This design comes from an exercise in tuning for small area on the open sky130 flow, not from production work.
Only simulation tests tie the RTL to the original design; equivalence was not proved.
Power and IR drop assume default switching activity.

==> flow/design.v <==
module distance_meter
(
    input  wire       sys_clk,
    input  wire       sys_rst_n,
    input  wire       echo,
    output reg        trig,
    output wire [3:0] nixie_cs,
    output wire [7:0] nixie_seg,
    output reg        led_out,
    output reg        beep_out
);
reg e1, e2, ff1, ff2;
wire rise = e1 & ~e2;
wire fall = e2 & ~e1;
always @(posedge sys_clk or negedge sys_rst_n)
    if (!sys_rst_n) begin
        e1 <= 1'b0; e2 <= 1'b0; ff1 <= 1'b0; ff2 <= 1'b0;
    end else begin
        e1 <= echo; e2 <= e1; ff1 <= fall; ff2 <= ff1;
    end
reg [12:0] d;
reg [8:0]  j;
reg [4:0]  s;
wire s_lo = ~|s[4:1];                                    
wire jt   = j[8] & j[5] & j[2] & (s_lo ? j[1] : j[0]);   
wire wrap = d[12] & d[11] & d[9] & d[8] & d[7] & d[6] & d[4] & d[3] & d[1]
          & j[6] & j[4] & j[3] & j[2];
always @(posedge sys_clk)
    if (rise) begin
        d <= 13'd0; j <= 9'd1; s <= 5'd0;
    end else if (e1 & e2) begin
        if (wrap) begin
            d <= 13'd0; j <= 9'd0; s <= 5'd0;
        end else if (jt) begin
            d <= d + 13'd1; j <= 9'd0;
            s <= s_lo ? s + 5'd15 : s - 5'd2;
        end else
            j <= j + 9'd1;
    end
reg [4:0] c;                  
reg       nw, conv;
always @(posedge sys_clk or negedge sys_rst_n)
    if (!sys_rst_n) c <= 5'd0;
    else            c <= (c == 5'd29) ? 5'd0 : c + 5'd1;
reg  [3:0]  ph;               
reg         act;              
reg  [12:0] r0, r1, r2, r3, r4, r5, r6;
reg  [9:0]  acc;              
reg  [2:0]  cy;               
wire [12:0] nxt = {cy, acc};  
wire dbit = d[ph];
wire [3:0] tot = r0[0] + r1[0] + r2[0] + r3[0] + r4[0] + r5[0] + r6[0] + dbit
               + (act && ph != 4'd0 ? cy : 3'd0);
wire start = conv & (ph == 4'd12) & (c >= 5'd2) & (c <= 5'd14);
always @(posedge sys_clk or negedge sys_rst_n)
    if (!sys_rst_n) begin
        ph <= 4'd0; act <= 1'b0;
    end else begin
        ph  <= (ph == 4'd12) ? 4'd0 : ph + 4'd1;
        if (ph == 4'd12) act <= start;
    end
reg clr;
always @(posedge sys_clk or negedge sys_rst_n)
    if (!sys_rst_n)       clr <= 1'b0;
    else if (ph == 4'd12) clr <= 1'b1;
always @(posedge sys_clk)
    if (act) begin
        r0 <= {dbit,  r0[12:1]};
        r1 <= {r0[0], r1[12:1]};
        r2 <= {r1[0], r2[12:1]};
        r3 <= {r2[0], r3[12:1]};
        r4 <= {r3[0], r4[12:1]};
        r5 <= {r4[0], r5[12:1]};
        r6 <= {r5[0], r6[12:1]};
    end else begin
        r0 <= {r0[0] & clr, r0[12:1]};
        r1 <= {r1[0] & clr, r1[12:1]};
        r2 <= {r2[0] & clr, r2[12:1]};
        r3 <= {r3[0] & clr, r3[12:1]};
        r4 <= {r4[0] & clr, r4[12:1]};
        r5 <= {r5[0] & clr, r5[12:1]};
        r6 <= {r6[0] & clr, r6[12:1]};
    end
always @(posedge sys_clk or negedge sys_rst_n)
    if (!sys_rst_n) begin
        acc <= 10'd0; cy <= 3'd0;
    end else if (act) begin
        acc <= {tot[0], acc[9:1]};
        cy  <= tot[3:1];
    end
reg gt200, gt50;
always @(posedge sys_clk or negedge sys_rst_n)
    if (!sys_rst_n) begin
        gt200 <= 1'b0; gt50 <= 1'b0;
    end else if (ff2) begin
        gt200 <= nxt > 13'd200;
        gt50  <= nxt > 13'd50;
    end
reg  [12:0] bin;
reg  [14:0] w;                
reg  [14:0] bcd;
function [3:0] add3(input [3:0] x);
    add3 = (x > 4'd4) ? x + 4'd3 : x;
endfunction
wire [14:0] wa = {w[14:12], add3(w[11:8]), add3(w[7:4]), add3(w[3:0])};
always @(posedge sys_clk or negedge sys_rst_n)
    if (!sys_rst_n) begin
        nw <= 1'b0; conv <= 1'b0;
    end else begin
        if (ff2) nw <= 1'b1;
        else if (c == 5'd1) nw <= 1'b0;
        if (c == 5'd1) conv <= nw;
        else if (c == 5'd29) conv <= 1'b0;
    end
always @(posedge sys_clk)
    if (c == 5'd1) begin
        bin <= nxt; w <= 15'd0;
    end else if (c[0] && c >= 5'd3 && c <= 5'd27) begin
        bin <= {bin[11:0], 1'b0};
        w   <= {wa[13:0], bin[12]};
    end
always @(posedge sys_clk or negedge sys_rst_n)
    if (!sys_rst_n) bcd <= 15'd0;
    else if (c == 5'd29 && conv) bcd <= w;
reg [8:0] tb;                 
reg [5:0] ta;                 
reg       tt;                 
reg [6:0] tc;                 
wire bt = tb[0] & ~tb[1] & ~tb[2] & tb[3] & tb[4] & tb[6] & ~tb[7] & ~tb[8];
wire at = ta[5] & ta[4] & ta[0];         
wire ct = tc[6] & tc[5] & tc[1] & tc[0]; 
wire tick = bt & at & tt;                
always @(posedge sys_clk or negedge sys_rst_n)
    if (!sys_rst_n) begin
        tb <= 9'd178; ta <= 6'd0; tt <= 1'b0; tc <= 7'd0; trig <= 1'b0;
    end else begin
        tb <= {tb[7:6], tb[5] & ~bt, tb[4:0], ~(tb[8] ^ tb[4])};
        if (bt) ta <= at ? 6'd0 : ta + 6'd1;
        if (bt & at) tt <= ~tt;
        if (tick) tc <= ct ? 7'd0 : tc + 7'd1;
        trig <= ~|{tc, tt, ta};
    end
always @(posedge sys_clk or negedge sys_rst_n)
    if (!sys_rst_n) begin
        led_out <= 1'b0; beep_out <= 1'b0;
    end else if (!gt200) begin
        led_out <= 1'b1;
        if (!gt50) beep_out <= tt;
    end else begin
        led_out <= 1'b0; beep_out <= 1'b0;
    end
reg       on;
reg [1:0] pos;
always @(posedge sys_clk or negedge sys_rst_n)
    if (!sys_rst_n) begin
        on <= 1'b0; pos <= 2'd0;
    end else if (tick) begin
        on <= 1'b1;
        if (on) pos <= pos + 2'd1;
    end
assign nixie_cs = {on & (pos == 2'd3), on & (pos == 2'd2),
                   on & (pos == 2'd1), on & (pos == 2'd0)};
reg [3:0] dg;
always @(*)
    case (pos)
        2'd0: dg = bcd[3:0];
        2'd1: dg = bcd[7:4];
        2'd2: dg = bcd[11:8];
        default: dg = {1'b0, bcd[14:12]};
    endcase
wire [3:0] D = on ? dg : 4'd0;
assign nixie_seg[0] = D[3] | D[1] | ~(D[2] ^ D[0]);
assign nixie_seg[1] = ~D[2] | ~(D[1] ^ D[0]);
assign nixie_seg[2] = D[2] | ~D[1] | D[0];
assign nixie_seg[3] = D[3] | (~D[2] & ~D[0]) | (D[1] & ~D[0]) | (~D[2] & D[1])
                    | (D[2] & ~D[1] & D[0]);
assign nixie_seg[4] = (~D[2] & ~D[0]) | (D[1] & ~D[0]);
assign nixie_seg[5] = D[3] | (~D[1] & ~D[0]) | (D[2] & ~D[1]) | (D[2] & ~D[0]);
assign nixie_seg[6] = D[3] | (D[2] ^ D[1]) | (D[1] & ~D[0]);
assign nixie_seg[7] = 1'b0;
endmodule
make LEC_CHECK=0 CAP_MARGIN=20 CORE_MARGIN=2 CORE_UTILIZATION=40 SLEW_MARGIN=20 finish   # period 20.0 ns
run.sh (not shown) runs the stock make flow with config.mk's settings and CLKGATE_MAP_FILE= SYNTH_SCRIPT=/design/flow/synth_recipe.tcl, a recipe that flattens the netlist after the stock synthesis.
Next try:
--- a/flow/design.v
+++ b/flow/design.v
@@ -26,6 +26,8 @@
 wire wrap = d[12] & d[11] & d[9] & d[8] & d[7] & d[6] & d[4] & d[3] & d[1]
           & j[6] & j[4] & j[3] & j[2];
-always @(posedge sys_clk)
-    if (rise) begin
+always @(posedge sys_clk or negedge sys_rst_n)
+    if (!sys_rst_n) begin
+        d <= 13'd0; j <= 9'd0; s <= 5'd0;
+    end else if (rise) begin
         d <= 13'd0; j <= 9'd1; s <= 5'd0;
     end else if (e1 & e2) begin
@@ -60,10 +62,9 @@
         if (ph == 4'd12) act <= start;
     end
-reg clr;
 always @(posedge sys_clk or negedge sys_rst_n)
-    if (!sys_rst_n)       clr <= 1'b0;
-    else if (ph == 4'd12) clr <= 1'b1;
-always @(posedge sys_clk)
-    if (act) begin
+    if (!sys_rst_n) begin
+        r0 <= 13'd0; r1 <= 13'd0; r2 <= 13'd0; r3 <= 13'd0;
+        r4 <= 13'd0; r5 <= 13'd0; r6 <= 13'd0;
+    end else if (act) begin
         r0 <= {dbit,  r0[12:1]};
         r1 <= {r0[0], r1[12:1]};
@@ -74,11 +75,11 @@
         r6 <= {r5[0], r6[12:1]};
     end else begin
-        r0 <= {r0[0] & clr, r0[12:1]};
-        r1 <= {r1[0] & clr, r1[12:1]};
-        r2 <= {r2[0] & clr, r2[12:1]};
-        r3 <= {r3[0] & clr, r3[12:1]};
-        r4 <= {r4[0] & clr, r4[12:1]};
-        r5 <= {r5[0] & clr, r5[12:1]};
-        r6 <= {r6[0] & clr, r6[12:1]};
+        r0 <= {r0[0], r0[12:1]};
+        r1 <= {r1[0], r1[12:1]};
+        r2 <= {r2[0], r2[12:1]};
+        r3 <= {r3[0], r3[12:1]};
+        r4 <= {r4[0], r4[12:1]};
+        r5 <= {r5[0], r5[12:1]};
+        r6 <= {r6[0], r6[12:1]};
     end
 always @(posedge sys_clk or negedge sys_rst_n)
@@ -113,6 +114,8 @@
         else if (c == 5'd29) conv <= 1'b0;
     end
-always @(posedge sys_clk)
-    if (c == 5'd1) begin
+always @(posedge sys_clk or negedge sys_rst_n)
+    if (!sys_rst_n) begin
+        bin <= 13'd0; w <= 15'd0;
+    end else if (c == 5'd1) begin
         bin <= nxt; w <= 15'd0;
     end else if (c[0] && c >= 5'd3 && c <= 5'd27) begin
@@ -127,5 +130,5 @@
 reg       tt;                 
 reg [6:0] tc;                 
-wire bt = tb[0] & ~tb[1] & ~tb[2] & tb[3] & tb[4] & tb[6] & ~tb[7] & ~tb[8];
+wire bt = &{tb[8:4], tb[1:0]};           
 wire at = ta[5] & ta[4] & ta[0];         
 wire ct = tc[6] & tc[5] & tc[1] & tc[0]; 
@@ -133,7 +136,7 @@
 always @(posedge sys_clk or negedge sys_rst_n)
     if (!sys_rst_n) begin
-        tb <= 9'd178; ta <= 6'd0; tt <= 1'b0; tc <= 7'd0; trig <= 1'b0;
+        tb <= 9'd0; ta <= 6'd0; tt <= 1'b0; tc <= 7'd0; trig <= 1'b0;
     end else begin
-        tb <= {tb[7:6], tb[5] & ~bt, tb[4:0], ~(tb[8] ^ tb[4])};
+        tb <= bt ? 9'd0 : tb + 9'd1;
         if (bt) ta <= at ? 6'd0 : ta + 6'd1;
         if (bt & at) tt <= ~tt;
Effect:
- The changed run finished clean
- worst setup slack degrades by 0.095 ns
- power increases by about 6.4%
- sequential power goes up by about 2%
- synthesized area is higher by about 9%
- synthesized cell count grows by 2.3%
- worst hold slack improves by 0.023 ns
- count of clock-buffer cells in the layout grows by 1

## afterwards: timing with drivers on the ports
The results above use ideal ports. As a check the final layouts listed here were re-extracted and re-timed, cells and wires unchanged. Step 1 (the two cells are an assumption about what drives the block):
set clk [get_ports {sys_clk}]
set_driving_cell -lib_cell sky130_fd_sc_hd__clkbuf_16 $clk
set_driving_cell -lib_cell sky130_fd_sc_hd__buf_2 [delete_from_list [all_inputs] $clk]
Step 2, shift: input delay + t, output delay - t, t = (earliest + latest rising clock arrival at the registers) / 2. This alone moves slack from input paths to output paths. a / b / c = no drivers / after step 1 / after step 2; a / b = the first two.
run | t, ns | setup WS [ns] | pins driven straight from the clock port
the first run | 0.536 | 12.869 / 12.826 / 13.361 | 1
the second run | 0.557 | 12.774 / 12.730 / 13.288 | 1
After both steps setup and hold are still met in every run listed.
